This is an optimization exercise on Yosys and OpenROAD, whose aim is small area, a short achievable clock period and few clock cycles, not a production implementation. At most, simulation tests tie the RTL to the original design; equivalence was not proved.

Setup of 02-25:
Design mult1, start of the top module:
module mult1(clk, rst, start, ack, multiplicand, multiplier, product, done);
	input clk;
	input rst;
	input start;
	input ack;
	input [31:0] multiplicand;
	input [31:0] multiplier;
	output [63:0] product;
	output done;
reg        idle_q;   
reg        iter_q;   
reg        fin_q;    
reg        done_q;   
reg        first_q;  
reg [1:0]  cnt;
reg [31:0] a_q;      
reg [31:0] b_q;      
reg [34:0] s_q;      
reg [33:0] c_q;      
reg [7:0]  sl_q;     
reg [7:0]  cl_q;     
reg        cy_q;     
reg        ng_q;     
assign done    = done_q;
assign product = {a_q, b_q};
wire last = (cnt == 2'd3);
wire [9:0] nb = idle_q ? {multiplier[9:2], 2'b00} : {b_q[17:16] & {2{cnt != 2'd2}}, b_q[15:9], 1'b0};
wire [3:0] one_d, two_d, neg_d;
mult1_enc e1 (.b(nb[3:1]), .one(one_d[0]), .two(two_d[0]), .neg(neg_d[0]));
mult1_enc e2 (.b(nb[5:3]), .one(one_d[1]), .two(two_d[1]), .neg(neg_d[1]));
mult1_enc e3 (.b(nb[7:5]), .one(one_d[2]), .two(two_d[2]), .neg(neg_d[2]));
mult1_enc e4 (.b(nb[9:7]), .one(one_d[3]), .two(two_d[3]), .neg(neg_d[3]));
reg [3:0] one_q, two_q, neg_q;
always @(posedge clk) begin
	one_q <= one_d;
	two_q <= two_d;
	neg_q <= neg_d;
end
wire neg1 = neg_q[0], neg2 = neg_q[1], neg3 = neg_q[2], neg4 = neg_q[3];
wire [33:0] r1, r2, r3, r4;
mult1_row w1 (.a(a_q), .one(one_q[0]), .two(two_q[0]), .neg(neg_q[0]), .r(r1));
  ...
==> flow/config.mk <==
export PLATFORM = sky130hd
export DESIGN_NAME = mult1
export DESIGN_NICKNAME = mult1
export VERILOG_FILES = /design/flow/design.v
export SDC_FILE = /design/flow/constraint.sdc
export NUM_CORES = 4
export LEC_CHECK = 0
export CAP_MARGIN = 20
export CORE_MARGIN = 2
export CORE_UTILIZATION = 55
export SETUP_SLACK_MARGIN = 2.0
export SLEW_MARGIN = 20
export SYNTH_HIERARCHICAL = 1
export SYNTH_MINIMUM_KEEP_SIZE = 0
==> flow/constraint.sdc <==
create_clock -name core_clock -period 5.0 [get_ports {clk}]
set_input_delay 1.0000 -clock core_clock [delete_from_list [all_inputs] [get_ports {clk}]]
set_output_delay 1.0000 -clock core_clock [all_outputs]
set_load 0.01 [all_outputs]
standard.sh (not shown) runs the stock make flow with config.mk's settings and CLKGATE_MAP_FILE= SYNTH_SCRIPT=/design/flow/synth_recipe.tcl, a recipe that flattens the netlist after the stock synthesis.
==> flow/flow/run.sh <==
#!/bin/bash
# The standard layout (standard.sh: the ORFS synthesis and flow), with one change:
# the port buffers that ORFS's buffer_ports inserts are the small sky130_fd_sc_hd__buf_1
# instead of the delay-cell buffer it picks by default. Every port still gets a buffer.
set -euo pipefail
export BUFFER_PORTS_ARGS="-buffer_cell sky130_fd_sc_hd__buf_1"
bash standard.sh finish > standard.log 2>&1
Testbench counts of 02-25, summed over its fixed seeds: cycles 3,299.
Input-level comparison between 01-12 and 02-25:
# 02-25
export LEC_CHECK = 0
export CAP_MARGIN = 20
export CORE_MARGIN = 2
export CORE_UTILIZATION = 55
export SETUP_SLACK_MARGIN = 2.0
export SLEW_MARGIN = 20
export SYNTH_HIERARCHICAL = 1
export SYNTH_MINIMUM_KEEP_SIZE = 0
create_clock -name core_clock -period 5.0 [get_ports {clk}]
# 01-12
export LEC_CHECK = 0
export CAP_MARGIN = 20
export CORE_MARGIN = 2
export CORE_UTILIZATION = 65
export CTS_BUF_LIST = sky130_fd_sc_hd__clkbuf_4 sky130_fd_sc_hd__clkbuf_8
export SETUP_SLACK_MARGIN = 2.2
export SLEW_MARGIN = 20
export SYNTH_HIERARCHICAL = 1
export SYNTH_MINIMUM_KEEP_SIZE = 0
create_clock -name core_clock -period 5.0 [get_ports {clk}]
==> flow/flow/run.sh <==
#!/bin/bash
# The standard layout (standard.sh: the ORFS synthesis and flow), with two changes:
# the port buffers that ORFS's buffer_ports inserts are the small sky130_fd_sc_hd__buf_1
# instead of the delay-cell buffer it picks by default (every port still gets a buffer),
# and clock tree synthesis adds no dummy load cells at the leaves.
set -euo pipefail
export BUFFER_PORTS_ARGS="-buffer_cell sky130_fd_sc_hd__buf_1"
export CTS_ARGS="-sink_clustering_enable -repair_clock_nets -dont_use_dummy_load -buf_list {sky130_fd_sc_hd__clkbuf_4 sky130_fd_sc_hd__clkbuf_8}"
bash standard.sh finish > standard.log 2>&1
==> comparison <==
- The core outline area in 01-12 is 0.837 times that in 02-25.
- The higher required arrival time at the worst endpoint of 02-25 and 01-12 is in 02-25.
- Wire length sits lower in 01-12 than in 02-25.

* * *

Setup of v23:
mult1, a different RTL version from the one above (not shown whole).
Size: roughly 940 cells after synthesis, roughly 130 I/O pins.
// mult1
module mult1(clk, rst, start, ack, multiplicand, multiplier, product, done);
==> flow/config.mk <==
export PLATFORM = sky130hd
export DESIGN_NAME = mult1
export DESIGN_NICKNAME = mult1
export VERILOG_FILES = /design/flow/design.v
export SDC_FILE = /design/flow/constraint.sdc
export NUM_CORES = 4
export LEC_CHECK = 0
export CAP_MARGIN = 20
export CORE_MARGIN = 2
export CORE_UTILIZATION = 40
export SETUP_SLACK_MARGIN = 2.0
export SLEW_MARGIN = 20
export SYNTH_HIERARCHICAL = 1
export SYNTH_MINIMUM_KEEP_SIZE = 0
==> flow/constraint.sdc <==
create_clock -name core_clock -period 5.0 [get_ports {clk}]
set_input_delay 1.0000 -clock core_clock [delete_from_list [all_inputs] [get_ports {clk}]]
set_output_delay 1.0000 -clock core_clock [all_outputs]
set_load 0.01 [all_outputs]
run.sh (not shown) runs the stock make flow with config.mk's settings and CLKGATE_MAP_FILE= SYNTH_SCRIPT=/design/flow/synth_recipe.tcl, a recipe that flattens the netlist after the stock synthesis.
Stock flow here: none of the scripts above is used.
The following lists how v28 was set up differently from v23:
# v23
export LEC_CHECK = 0
export CAP_MARGIN = 20
export CORE_MARGIN = 2
export CORE_UTILIZATION = 40
export SETUP_SLACK_MARGIN = 2.0
export SLEW_MARGIN = 20
export SYNTH_HIERARCHICAL = 1
export SYNTH_MINIMUM_KEEP_SIZE = 0
create_clock -name core_clock -period 5.0 [get_ports {clk}]
# v28
export LEC_CHECK = 0
export CAP_MARGIN = 20
export CORE_MARGIN = 2
export CORE_UTILIZATION = 40
export SETUP_SLACK_MARGIN = 2.5
export SLEW_MARGIN = 20
export SYNTH_HIERARCHICAL = 1
export SYNTH_MINIMUM_KEEP_SIZE = 0
create_clock -name core_clock -period 5.0 [get_ports {clk}]
Notes after the runs:
Global-route met1 utilization is higher on v28
Changes observed in v28 relative to v23: final design instance area without fill now larger; number of DRC markers after the initial detailed-route iteration now larger; slew at the pin with the worst max-slew slack now smaller; remaining max-slew budget at the tightest pin now larger.
No functional check of the RTL was part of any run of this note.

* * *

Setup of red:
RTL: one of the versions met above, not the one the previous note started from.
Size in the first run: about 1,100 cells after synthesis, roughly 130 I/O pins.
==> flow/config.mk <==
export PLATFORM = sky130hd
export DESIGN_NAME = mult1
export DESIGN_NICKNAME = mult1
export VERILOG_FILES = /design/flow/design.v
export SDC_FILE = /design/flow/constraint.sdc
export NUM_CORES = 4
export LEC_CHECK = 0
export CAP_MARGIN = 20
export CORE_MARGIN = 2
export CORE_UTILIZATION = 65
export CTS_BUF_LIST = sky130_fd_sc_hd__clkbuf_4 sky130_fd_sc_hd__clkbuf_8
export SETUP_SLACK_MARGIN = 2.4
export SLEW_MARGIN = 20
export SYNTH_HIERARCHICAL = 1
export SYNTH_MINIMUM_KEEP_SIZE = 0
==> flow/constraint.sdc <==
create_clock -name core_clock -period 5.0 [get_ports {clk}]
set_input_delay 1.0000 -clock core_clock [delete_from_list [all_inputs] [get_ports {clk}]]
set_output_delay 1.0000 -clock core_clock [all_outputs]
set_load 0.01 [all_outputs]
standard.sh (not shown) runs the stock make flow with config.mk's settings and CLKGATE_MAP_FILE= SYNTH_SCRIPT=/design/flow/synth_recipe.tcl, a recipe that flattens the netlist after the stock synthesis.
==> flow/flow/run.sh <==
#!/bin/bash
# The standard layout (standard.sh: the ORFS synthesis and flow), with one change:
# the port buffers that ORFS's buffer_ports inserts are the small sky130_fd_sc_hd__buf_1
# instead of the delay-cell buffer it picks by default. Every port still gets a buffer.
set -euo pipefail
export BUFFER_PORTS_ARGS="-buffer_cell sky130_fd_sc_hd__buf_1"
bash standard.sh finish > standard.log 2>&1
red closes out successfully: all stages finished, all timing, DRC and antenna checks passed.
Testbench counts of red, summed over its fixed seeds: cycles 3,299.
Inputs modified between red and blue:
Settings: CTS_BUF_LIST removed (was sky130_fd_sc_hd__clkbuf_4 sky130_fd_sc_hd__clkbuf_8); SETUP_SLACK_MARGIN changed from 2.4 to 2.1.
## What came out
- Compared with red, blue shows number of cells in the finished layout apart from fillers lower by 124.
- Across both runs, critical path depth was lower for blue than for red.
- Compared to red, blue has fraction of final layout cells with drive strength greater than 1 15 points lower.
- Taking red as the reference, in blue met3 wire length fell by 1400 um, synthesized cell count comparable, required time of the critical path went up by 90 ps.
- Diff red -> blue: count of cells resized by post-cts repair -68.
#### Input delta (green over blue)
Settings: SETUP_SLACK_MARGIN changed from 2.1 to 2.0.
==> flow/flow/run.sh <==
#!/bin/bash
# The standard layout (standard.sh: the ORFS synthesis and flow), with two changes:
# the port buffers that ORFS's buffer_ports inserts are the small sky130_fd_sc_hd__buf_1
# instead of the delay-cell buffer it picks by default (every port still gets a buffer),
# and after timing repair ORFS's power recovery downsizes cells off the critical paths.
set -euo pipefail
export BUFFER_PORTS_ARGS="-buffer_cell sky130_fd_sc_hd__buf_1"
export RECOVER_POWER=100
bash standard.sh finish > standard.log 2>&1
==> results.txt <==
For wire length of the first global-routing pass, blue and green come out practically identical.
The biggest cell delay along the critical path of green is lower than that of blue.
Between green and blue, the difference in sequential share of layout area is negligible.
green finished all stages; layout check result: FAIL, due to capacitance limit, slew limit.
As far as hold slack is concerned, blue and green perform about the same.
| number of instances resized during post-cts repair | higher: blue |
As far as number of placement rows goes, green and blue are indistinguishable; the numbers are identical.
Cmp green vs blue: relative slew slack lower in green
For orange, these inputs were changed with respect to green:
Settings: CORE_UTILIZATION changed from 65 to 75.
==> flow/flow/run.sh <==
#!/bin/bash
# The standard layout (standard.sh: the ORFS synthesis and flow), with one change:
# the port buffers that ORFS's buffer_ports inserts are the small sky130_fd_sc_hd__buf_1
# instead of the delay-cell buffer it picks by default. Every port still gets a buffer.
set -euo pipefail
export BUFFER_PORTS_ARGS="-buffer_cell sky130_fd_sc_hd__buf_1"
bash standard.sh finish > standard.log 2>&1
## What came out
The final layout from orange, which completed every stage, passed the timing, design-rule and antenna checks at the end of the flow.
[orange vs green] area of all placed cells without fillers: higher in orange
green → orange: setup slack now sits higher; number of fill cells in the layout now sits lower.
The inputs of purple differ from those of orange as listed below.
Settings: swapping 2.0 for 2.3 in SETUP_SLACK_MARGIN; swapping 75 for 65 in CORE_UTILIZATION.
==> flow/flow/run.sh <==
#!/bin/bash
# The standard layout (standard.sh: the ORFS synthesis and flow), with two changes:
# the port buffers that ORFS's buffer_ports inserts are the small sky130_fd_sc_hd__buf_1
# instead of the delay-cell buffer it picks by default (every port still gets a buffer),
# and after timing repair ORFS's power recovery downsizes cells off the critical paths.
set -euo pipefail
export BUFFER_PORTS_ARGS="-buffer_cell sky130_fd_sc_hd__buf_1"
export RECOVER_POWER=100
bash standard.sh finish > standard.log 2>&1
## What came out
Final cell area excluding filler cells in purple is 3.0% higher than in orange. Going from orange to purple, number of slew-limit violations in the final report grows by 100. orange ended up with two_q[0]$_DFF_P_ as its origin of the worst setup path; purple ended up with sl_q[0]$_DFF_P_. purple vs. orange: total wire length after detailed routing went up by about 4.3%. The run showing the greater non-clock buffer count is purple. Lower multi-input combinational cell area goes to orange over purple. purple finished all stages; however, its layout fails the closing checks, the failures being capacitance limit, slew limit. Status: relative area of clock buffers and inverters in the final design parity (purple, orange). purple: via count 89 below orange. Headroom to the max-slew limit: purple vs orange down 110 points. When purple is set beside orange, its final worst hold slack turns out to be 15 ps smaller.

* * *

Setup of xenon:
mult1, a different RTL version from the one above (not shown whole).
For scale: about 1000 cells after synthesis, roughly 140 flip-flops, about 130 I/O pins, about 0.010 mm^2 of cells after synthesis.
Design mult1, start of the top module:
module mult1(clk, rst, start, ack, multiplicand, multiplier, product, done);
	input clk;
	input rst;
	input start;
	input ack;
	input [31:0] multiplicand;
	input [31:0] multiplier;
	output [63:0] product;
	output done;
reg        idle_q;   
reg        iter_q;   
reg        fin_q;    
reg        done_q;   
reg        first_q;  
reg [2:0]  cnt;
reg [31:0] a_q;      
reg [31:0] b_q;      
reg [31:0] s_n;      
reg [31:0] c_n;      
reg [3:0]  sl_n;     
reg [3:0]  cl_n;     
reg        cy_q;     
assign done    = done_q;
assign product = {a_q, b_q};
wire [31:0] sg = s_n | {32{first_q}};
wire [31:0] cg = c_n | {32{first_q}};
wire [31:0] pp0 = ~(a_q & {32{b_q[0]}});
wire [31:0] pp1 = ~(a_q & {32{b_q[1]}});
wire [31:0] pp2 = ~(a_q & {32{b_q[2]}});
wire [31:0] pp3 = ~(a_q & {32{b_q[3]}});
  ...
clock: 5.0 ns
lec_check: 0
cap_margin: 20
core_margin: 2
core_utilization: 40
setup_slack_margin: 2.5
slew_margin: 20
synth_hierarchical: 1
synth_minimum_keep_size: 0
==> flow/flow/run.sh <==
#!/bin/bash
# The standard layout (standard.sh: the ORFS synthesis and flow), with one change:
# the port buffers that ORFS's buffer_ports inserts are the small sky130_fd_sc_hd__buf_1
# instead of the delay-cell buffer it picks by default. Every port still gets a buffer.
set -euo pipefail
export BUFFER_PORTS_ARGS="-buffer_cell sky130_fd_sc_hd__buf_1"
bash standard.sh finish > standard.log 2>&1
xenon: full flow OK, the timing, design-rule and antenna checks passed
Testbench counts of xenon, summed over its fixed seeds: cycles 5,119.
Inputs modified between xenon and lagoon:
--- a/flow/config.mk
+++ b/flow/config.mk
@@ -11 +11 @@
-export SETUP_SLACK_MARGIN = 2.5
+export SETUP_SLACK_MARGIN = 2.0
==> results.txt <==
xenon: all stages complete, timing, DRC and antenna checks passed
lagoon: done, clean on timing, DRC and antenna
Changes observed in lagoon relative to xenon: buffer share of cell area decreased by 2.8 points relative to the old numbers, worst slew slack as a fraction of its limit increased by 5.3 points relative to the old numbers.
Cmp lagoon vs xenon: final cell count lower in lagoon
Of xenon and lagoon, the run reporting the higher post-layout minimum cycle time was xenon.
lagoon against xenon: share of the clock period used by the worst path lost 0.32 points, post-layout worst setup margin picked up an extra 16 ps, required time of the worst setup path neither gained nor lost much, global routing met3 resource utilization lost 0.17 points.
Inputs modified between lagoon and maple:
--- a/flow/config.mk
+++ b/flow/config.mk
@@ -10 +10 @@
-export CORE_UTILIZATION = 40
+export CORE_UTILIZATION = 55
## What came out
Taking lagoon as the reference, in maple sequential share of cell area saw an increase, cell count decreased by 96 relative to the old numbers, worst setup slack has decreased.
Taking lagoon as the reference, in maple clock buffer instance count of the final layout essentially unchanged; detailed router's first-iteration violation count went down; final non-filler cell area moved down; via count of the first global-routing pass decreased by 68 relative to the old numbers.

* * *

rev 12:
mult1, a different RTL version from the one above (not shown whole).
Size: ~1200 cells after synthesis, roughly 170 flip-flops, ~130 I/O pins, roughly 13000 µm² of cells after synthesis.
==> flow/config.mk <==
export PLATFORM = sky130hd
export DESIGN_NAME = mult1
export DESIGN_NICKNAME = mult1
export VERILOG_FILES = /design/flow/design.v
export SDC_FILE = /design/flow/constraint.sdc
export NUM_CORES = 4
export LEC_CHECK = 0
export CAP_MARGIN = 20
export CORE_MARGIN = 2
export CORE_UTILIZATION = 65
export SETUP_SLACK_MARGIN = 2.2
export SLEW_MARGIN = 20
export SYNTH_HIERARCHICAL = 1
export SYNTH_MINIMUM_KEEP_SIZE = 0
==> flow/constraint.sdc <==
create_clock -name core_clock -period 5.0 [get_ports {clk}]
set_input_delay 1.0000 -clock core_clock [delete_from_list [all_inputs] [get_ports {clk}]]
set_output_delay 1.0000 -clock core_clock [all_outputs]
set_load 0.01 [all_outputs]
Scripts as last shown in full above: flow/flow/run.sh
Input changes introduced in rev 13 (baseline for comparison: rev 12):
- swapping 2.2 for 2.0 in SETUP_SLACK_MARGIN
### Flow results
Final critical path time including I/O delays and setup delta (rev 13 − rev 12): unfavourable. Rev 13 against rev 12: setup slack saw a decrease; total clock sinks was more or less identical. Taking rev 12 as the reference, in rev 13 wire length of the first global-routing pass dropped about 1.2%; path length in cells of the critical path dropped 1.
Function was not checked in any run of this note: the RTL went through the layout flow alone.

[static timing again, ports no longer ideal]
Ports are ideal in the flow. The routed layouts listed here were re-timed in OpenROAD. Step 1 (the two cells are an assumption about what drives the block):
set clk [get_ports {clk}]
set_driving_cell -lib_cell sky130_fd_sc_hd__clkbuf_16 $clk
set_driving_cell -lib_cell sky130_fd_sc_hd__buf_2 [delete_from_list [all_inputs] $clk]
Step 2 moves the port delays by t, midway between the first and last clock arrival at a register: inputs arrive t later, outputs are due t later. That takes back most of the time a late clock gives input paths. Three values: ideal, step 1, step 2; two values: the first two.
| run | t, ns | setup WS [ns] | pins driven straight from the clock port |
|---|---|---|---|
| 02-25 | 0.488 | 2.098 / 2.098 / 1.738 | 1 |
| 01-12 | 0.489 | 2.267 / 2.267 / 1.953 | 1 |
| v23 | 0.467 | 1.751 / 1.751 / 1.655 | 1 |
| v28 | 0.473 | 1.736 / 1.736 / 1.736 | 1 |
| red | 0.509 | 2.266 / 2.266 / 1.981 | 1 |
| blue | 0.473 | 2.147 / 2.147 / 2.005 | 1 |
| green | 0.468 | 1.166 / 1.166 / 1.166 | 1 |
| orange | 0.481 | 2.053 / 2.053 / 1.833 | 1 |
| purple | 0.473 | 1.324 / 1.324 / 1.235 | 1 |
| xenon | 0.489 | 2.030 / 2.030 / 2.030 | 1 |
| lagoon | 0.487 | 2.045 / 2.045 / 2.045 | 1 |
| maple | 0.473 | 1.973 / 1.973 / 1.973 | 1 |
| rev 12 | 0.494 | 2.112 / 2.112 / 1.867 | 1 |
| rev 13 | 0.492 | 2.003 / 2.003 / 1.794 | 1 |
For 02-25, which loses most, drivers alone change the setup slack by 0.000 ns; drivers and shift together by -0.360 ns.
